From an optimization exercise on the open Yosys and OpenROAD flow, aimed at small area and a short achievable clock period; shortcuts taken in it are not production practice.
At most, simulation tests tie the RTL to the original design; equivalence was not proved.

Design QPSK_Symbol_Timing_Sync_Top, start of the top module:
module QPSK_Symbol_Timing_Sync_Top #(
    parameter DATA_WIDTH   = 16,
    parameter MU_WIDTH     = 10,
    parameter MU_FRAC      = 9,
    parameter COEFF_WIDTH  = 16,
    parameter ACC_WIDTH    = 32
)(
    input  wire                         clk,
    input  wire                         rst,
    input  wire signed [DATA_WIDTH-1:0] I_in,
    input  wire signed [DATA_WIDTH-1:0] Q_in,
    output wire signed [DATA_WIDTH-1:0] I_out,
    output wire signed [DATA_WIDTH-1:0] Q_out,
    output reg                          valid_out
);
    reg        [9:0]  mu;
    reg signed [10:0] mu_sum;
    reg               uf;
    reg signed [9:0]  vk;        
    wire [9:0]  mu_next = {mu_sum[10] & ~mu_sum[9], mu_sum[8:0]};
    integer j;
    wire [10:0] mu_half = {1'b0, mu} + 11'd256;
    wire [10:0] ms_n;
    add_sk #(11) u_ms (.a(mu_half), .b({vk[9], vk}), .ci(1'b0), .s(ms_n), .co());
    always @(posedge clk or posedge rst) begin
        if (rst) begin
            mu     <= 10'd154;
            mu_sum <= 11'sd0;
            uf     <= 1'b0;
        end else begin
            mu_sum <= ms_n;
            uf     <= mu_sum[10] | mu_sum[9];
            mu     <= mu_next;
        end
    end
    wire [10:0] mx = {mu_next, 1'b0};
    reg  [4:0]  bone, btwo, bneg;
    always @(posedge clk) begin
        for (j = 0; j < 5; j = j + 1) begin
            bneg[j] <= mx[2*j+2];
            bone[j] <= mx[2*j+1] ^ mx[2*j];
            btwo[j] <= (mx[2*j+2] & ~mx[2*j+1] & ~mx[2*j]) | (~mx[2*j+2] & mx[2*j+1] & mx[2*j]);
        end
    end
    wire        [9:0]  q;                            
    mu_square u_sq (.m(mu_next), .q(q));
    wire        [10:0] qx   = {q, 1'b0};
    reg  [4:0] aone, atwo, aneg;
    always @(posedge clk) begin
        for (j = 0; j < 4; j = j + 1) begin
            aneg[j] <= qx[2*j+2];
  ...
Settings: LEC_CHECK=0, ABC_AREA=1, CAP_MARGIN=20, CORE_MARGIN=2, CORE_UTILIZATION=40, SLEW_MARGIN=20; clock period 14.0 ns.
standard.sh (not shown) runs the stock make flow with config.mk's settings and CLKGATE_MAP_FILE= SYNTH_SCRIPT=/design/flow/synth_recipe.tcl, a recipe that flattens the netlist after the stock synthesis.
==> flow/flow/run.sh <==
#!/bin/bash
# Standard synthesis and layout, with timing repair aimed at a shorter
# period than the clock (the constraints themselves are unchanged).
set -euo pipefail
bash standard.sh synth > synth.log 2>&1
bash standard.sh SETUP_SLACK_MARGIN=9.5 finish > layout.log 2>&1
Rerun with:
==> flow/flow/run.sh (replaced) <==
#!/bin/bash
# Standard synthesis, then the standard layout with plain buffers on the
# ports and timing repair aimed at a shorter period than the clock (the
# constraints themselves are unchanged).
set -euo pipefail
bash standard.sh synth > synth.log 2>&1
export BUFFER_PORTS_ARGS="-buffer_cell sky130_fd_sc_hd__buf_2"
bash standard.sh SETUP_SLACK_MARGIN=9.8 finish > layout.log 2>&1
--- a/flow/config.mk
+++ b/flow/config.mk
@@ -11,2 +11,3 @@
 export CORE_UTILIZATION = 40
 export SLEW_MARGIN = 20
+export TNS_END_PERCENT = 20
After rerunning: Clock-buffer cell count is lower by 2. Setup slack improved by 26 ps. Flip-flop and latch count stays the same. Routed wire length grows by 0.81%. Die area is unchanged. Design area drops by 1.8%.
Rerun with:
--- a/flow/config.mk
+++ b/flow/config.mk
@@ -11,3 +11,2 @@
 export CORE_UTILIZATION = 40
 export SLEW_MARGIN = 20
-export TNS_END_PERCENT = 20
The changed run ran to the end with no violations.
Final area came out higher by 0.93%.
Clock skew came out higher by 4.5 ps.
Fmax came out higher by 1.9%.
Register-to-register slack gets better by 90 ps.
Area after synthesis stays the same.
Global-route usage came out higher by 0.21 points.
Synthesized cell count does not change.
Via count came out lower by 0.78%.
Die area does not change.
No functional check of the RTL was part of any run of this note.


Another version of the RTL of QPSK_Symbol_Timing_Sync_Top (not shown whole).
Size: ~3700 cells after synthesis, roughly 32000 sq um of cells after synthesis.
## QPSK_Symbol_Timing_Sync_Top
module QPSK_Symbol_Timing_Sync_Top #(
    parameter DATA_WIDTH   = 16,
    parameter MU_WIDTH     = 10,
    parameter MU_FRAC      = 9,
    parameter COEFF_WIDTH  = 16,
    parameter ACC_WIDTH    = 32
)(
    input  wire                         clk,
    input  wire                         rst,
    input  wire signed [DATA_WIDTH-1:0] I_in,
    input  wire signed [DATA_WIDTH-1:0] Q_in,
    output wire signed [DATA_WIDTH-1:0] I_out,
    output wire signed [DATA_WIDTH-1:0] Q_out,
    output reg                          valid_out
);
export LEC_CHECK = 0
export ABC_AREA = 1
export CAP_MARGIN = 0
export CORE_MARGIN = 2
export CORE_UTILIZATION = 40
export SLEW_MARGIN = 0
create_clock -name core_clock -period 14.0 [get_ports {clk}]
==> flow/flow/run.sh <==
#!/bin/bash
# Standard synthesis; then full-adder polarities chosen so that fewer
# inverters sit between full adders (flow/polar.py, registers untouched);
# then the standard layout with plain buffers on the ports and timing repair
# aimed at a shorter period than the clock (the constraints themselves are
# unchanged).
set -euo pipefail
bash standard.sh synth > synth.log 2>&1
R=orfs/results/${FLOW_PLATFORM:-sky130hd}/QPSK_Symbol_Timing_Sync_Top/base
cp "$R/1_2_yosys.v" "$R/1_2_yosys.std.v"
python3 flow/polar.py "$R/1_2_yosys.std.v" "$R/1_2_yosys.v" > polar.log 2>&1
export BUFFER_PORTS_ARGS="-buffer_cell sky130_fd_sc_hd__buf_2"
bash standard.sh SETUP_SLACK_MARGIN=9.7 finish > layout.log 2>&1
Other scripts of this flow, unchanged in this note and not shown: flow/flow/polar.py
The first run completed without violations.
Change:
--- a/flow/flow/run.sh
+++ b/flow/flow/run.sh
@@ -12,2 +12,2 @@
 export BUFFER_PORTS_ARGS="-buffer_cell sky130_fd_sc_hd__buf_2"
-bash standard.sh SETUP_SLACK_MARGIN=9.7 finish > layout.log 2>&1
+bash standard.sh SETUP_SLACK_MARGIN=9.8 finish > layout.log 2>&1
After rerunning: Area after synthesis is unchanged. Die area stays the same. Setup slack gets worse by 25 ps. Fmax falls slightly. Critical path depth grows by 6. Non-clock buffer count increases by 10. Routed wire length climbs slightly.
Change:
--- a/flow/flow/run.sh
+++ b/flow/flow/run.sh
@@ -12,2 +12,2 @@
 export BUFFER_PORTS_ARGS="-buffer_cell sky130_fd_sc_hd__buf_2"
-bash standard.sh SETUP_SLACK_MARGIN=9.8 finish > layout.log 2>&1
+bash standard.sh SETUP_SLACK_MARGIN=9.7 finish > layout.log 2>&1
Settings changed: CORE_UTILIZATION 40 to 48.
=> Worst setup slack improves by 23 ps. Synthesized area does not change. Die area drops by about a fifth. Hold slack degrades by 10 ps. Cell count drops by a few percent. Via count drops slightly. Cell area drops slightly. Sequential share of layout area climbs by 0.46 points.

-- static timing again, ports no longer ideal --
The results above use ideal ports. As a check the final layouts listed here were re-extracted and re-timed, cells and wires unchanged.
Step 1 sets driving cells, clkbuf_16 on the clock port and buf_2 on the other inputs (assumed; they add their load-dependent delay and slew).
Step 2 moves the port delays by t, midway between the first and last clock arrival at a register: inputs arrive t later, outputs are due t later. That takes back most of the time a late clock gives input paths.
a / b / c = no drivers / after step 1 / after step 2; a / b = the first two.
run	t (ns)	slack for setup (ns)	worst setup path after step 2	clock arrival spread, ns
the first run of note 1	0.623	9.326 / 9.326 / 9.027	input to register	0.027 / 0.027
the second run of note 1	0.603	9.352 / 9.352 / 8.969	input to register	0.024 / 0.024
the third run of note 1	0.629	9.438 / 9.438 / 9.363	input to register	0.036 / 0.036
the first run of note 2	0.651	9.916 / 9.907 / 9.256	input to register	0.028 / 0.027
the second run of note 2	0.645	9.892 / 9.892 / 9.295	input to register	0.041 / 0.041
the third run of note 2	0.647	9.915 / 9.915 / 9.341	input to register	0.032 / 0.032
After both steps setup and hold are still met in every run listed. The setup slack of the first run of note 2, which loses most, moves by -0.009 ns with the drivers and by -0.660 ns with both steps.
